Context: an optimization exercise on an open-source flow, tuned for small area and a short achievable clock period. The choices shown serve that exercise and are no tape-out recipe.
In this exercise RTL edits were held to simulation tests only and were not proved equivalent to the original.
The clock port is modelled as an ideal driver, which makes a skipped or thinned clock tree look cheaper than it is; a real chip needs a root buffer or a tree.
Power is estimated from default activity; no workload was simulated.

==> flow/design.v (excerpt) <==
module fifo_top (
    input         clk,
    input         rst,         
    input  [63:0] inputs,
    input         in_vld,
    output        fifo_rdy,
    output [63:0] outputs,
    output        fifo_vld,
    input         mac_rdy
  );
Settings: LEC_CHECK=0, CAP_MARGIN=20, CORE_MARGIN=2, CORE_UTILIZATION=60, SETUP_SLACK_MARGIN=3.0, SLEW_MARGIN=20; clock period 4.5 ns.
standard.sh (not shown) runs the stock make flow with config.mk's settings and CLKGATE_MAP_FILE= SYNTH_SCRIPT=/design/flow/synth_recipe.tcl, a recipe that flattens the netlist after the stock synthesis.
==> flow/flow/run.sh <==
#!/bin/bash
# Standard layout (the standard.sh, standard synthesis unchanged) with
# three changes:
#  - port buffers are buf_2 cells instead of the slow clkdlybuf4s50_1 that
#    buffer_ports picks by default;
#  - after global placement, flow/outff.tcl moves each flip-flop that drives
#    an output port buffer next to that buffer (detailed placement legalizes);
#  - the clock tree is a balanced two-level inverter tree built by
#    flow/mycts.tcl in place of clock_tree_synthesis.
set -euo pipefail
export MYCTS_LEAF_SIZE=20
export MYCTS_MID=4
export MYCTS_BUF=sky130_fd_sc_hd__clkinv_8
export MYCTS_MIDBUF=sky130_fd_sc_hd__clkinv_16
bash standard.sh \
  "BUFFER_PORTS_ARGS=-buffer_cell sky130_fd_sc_hd__buf_2" \
  "POST_GLOBAL_PLACE_TCL=$PWD/flow/outff.tcl" \
  "PRE_CTS_TCL=$PWD/flow/mycts.tcl" \
  finish > standard.log 2>&1
==> flow/flow/outff.tcl <==
# After global placement: move each flip-flop that drives an output port's
# buffer next to that buffer, so the flop's output wire is short. Detailed
# placement legalizes the moved cells afterwards.
proc move_output_flops {} {
  set block [ord::get_db_block]
  set die [$block getDieArea]
  set cx [expr {([$die xMin] + [$die xMax]) / 2.0}]
  set cy [expr {([$die yMin] + [$die yMax]) / 2.0}]
  set step [expr {[info exists ::env(OUTFF_STEP_UM)] ? $::env(OUTFF_STEP_UM) : 6.0}]
  set step [expr {$step * [$block getDbUnitsPerMicron]}]
  set moved 0
  foreach bt [$block getBTerms] {
    if {[$bt getIoType] != "OUTPUT"} continue
    set net [$bt getNet]
    if {$net == "NULL"} continue
    set buf ""
    foreach it [$net getITerms] {
      if {[$it isOutputSignal]} { set buf [$it getInst] }
    }
    if {$buf == ""} continue
    set ff ""
    foreach it [$buf getITerms] {
      if {[$it isInputSignal]} {
        set n [$it getNet]
        if {$n == "NULL"} continue
        foreach j [$n getITerms] {
          if {[$j isOutputSignal] && [[[$j getInst] getMaster] isSequential]} { set ff [$j getInst] }
        }
      }
    }
    if {$ff == ""} continue
    lassign [$buf getLocation] bx by
    set dx [expr {$cx - $bx}]; set dy [expr {$cy - $by}]
    set d [expr {hypot($dx, $dy)}]
    if {$d < 1} continue
    set x [expr {int($bx + $step * $dx / $d)}]
    set y [expr {int($by + $step * $dy / $d)}]
    $ff setLocation $x $y
    incr moved
  }
  puts "outff: moved $moved output flip-flops next to their port buffers"
}
move_output_flops
Other scripts of this flow, unchanged in this note and not shown: flow/flow/mycts.tcl
The starting point produced a clean layout.
Then changed:
Settings changed: CORE_UTILIZATION 60 to 70, SETUP_SLACK_MARGIN 3.0 to 2.8.
=> Maximum frequency rose slightly. Worst setup slack is better by 0.024 ns. Final area fell by a little under a tenth.
Then changed:
Settings changed: CORE_UTILIZATION 70 to 60, SETUP_SLACK_MARGIN 2.8 to 2.75.
Worst hold slack gets worse by 0.0096 ns; via count hardly moves; cell count grows by 4.0%; global-route usage shrinks by 3.9 points; wire length grows by 1.7%; total power stays flat; final area barely changes; area after synthesis does not change; clock skew grows by 0.014 ns; setup slack gets worse by 0.060 ns.
Then changed:
--- a/flow/flow/run.sh
+++ b/flow/flow/run.sh
@@ -18,0 +19 @@
+  "IO_CONSTRAINTS=$PWD/flow/io.tcl" \
==> flow/flow/io.tcl (new file) <==
# Pin sides: the producer side (data in, in_vld, rst) on the left edge and the
# consumer side (data out, fifo_vld, fifo_rdy, mac_rdy) on the right edge, so
# each bit's storage sits in a row between its input and output pins.
set_io_pin_constraint -pin_names {inputs[*] in_vld rst} -region left:*
set_io_pin_constraint -pin_names {outputs[*] fifo_vld fifo_rdy mac_rdy} -region right:*
Settings changed: SETUP_SLACK_MARGIN 2.75 to 2.8.
=> The changed run completed with no timing, DRC or antenna violations; die area does not change; global-route usage rose by 4.9 points; setup slack is better by 0.031 ns; first-iteration DRC count climbs by 46%; total power goes up by 1.6%; area after synthesis does not change.
Then changed:
--- a/flow/flow/run.sh
+++ b/flow/flow/run.sh
@@ -19 +18,0 @@
-  "IO_CONSTRAINTS=$PWD/flow/io.tcl" \
removed: flow/flow/io.tcl
Result: The changed run finished clean. Sequential share of layout area grows by 1.8 points. Hold slack got worse by 0.053 ns. Fmax grows by 3.7%. Register-to-register slack improved by 0.10 ns. Total power shrinks by 1.4%.
Then changed:
--- a/flow/flow/run.sh
+++ b/flow/flow/run.sh
@@ -14,0 +15 @@
+export OUTFF_MOVE_BUF=1
--- a/flow/flow/outff.tcl
+++ b/flow/flow/outff.tcl
@@ -31,0 +32,7 @@
+    if {[info exists ::env(OUTFF_MOVE_BUF)] && $::env(OUTFF_MOVE_BUF)} {
+      # keep the flip-flop, bring the port buffer to it
+      lassign [$ff getLocation] fx fy
+      $buf setLocation [expr {int($fx + $step)}] $fy
+      incr moved
+      continue
+    }
After rerunning:
- combinational power climbs by 6.3%
- fmax drops by about 3%
- die area does not change
- worst setup slack gets worse by 0.051 ns
- cell area climbs by about 0.6%
- area after synthesis does not change
- via count climbs by 0.75%
- wire length climbs by 2.0%
No run of this note takes its clock network from TritonCTS; it comes from the design's own scripts or RTL.

-- afterwards: timing with drivers on the ports --
The results above use ideal ports. As a check the final layouts listed here were re-extracted and re-timed, cells and wires unchanged.
Step 1 sets driving cells, clkbuf_16 on the clock port and buf_2 on the other inputs (assumed; they add their load-dependent delay and slew).
Step 2 moves the port delays by t, midway between the first and last clock arrival at a register: inputs arrive t later, outputs are due t later. That takes back most of the time a late clock gives input paths.
Three values: ideal, step 1, step 2; two values: the first two.
| run | t, ns | slack for setup (ns) | worst setup path after step 2 | latest minus earliest clock arrival (ns) | worst slew at a driven data input, ns |
|---|---|---|---|---|---|
| the first run | 0.472 | 2.737 / 2.538 / 2.460 | input to register | 0.069 / 0.068 | 0.08 |
| the second run | 0.456 | 2.761 / 2.558 / 2.503 | input to register | 0.051 / 0.048 | 0.09 |
| the third run | 0.456 | 2.701 / 2.571 / 2.428 | input to register | 0.061 / 0.059 | 0.09 |
| the fourth run | 0.476 | 2.732 / 2.526 / 2.463 | input to register | 0.051 / 0.050 | 0.17 |
| the fifth run | 0.469 | 2.796 / 2.545 / 2.518 | input to register | 0.068 / 0.063 | 0.09 |
| the sixth run | 0.459 | 2.745 / 2.590 / 2.468 | input to register | 0.045 / 0.044 | 0.08 |
After both steps setup and hold are still met in every run listed. For the fifth run, which loses most, drivers alone change the setup slack by -0.251 ns; drivers and shift together by -0.278 ns.
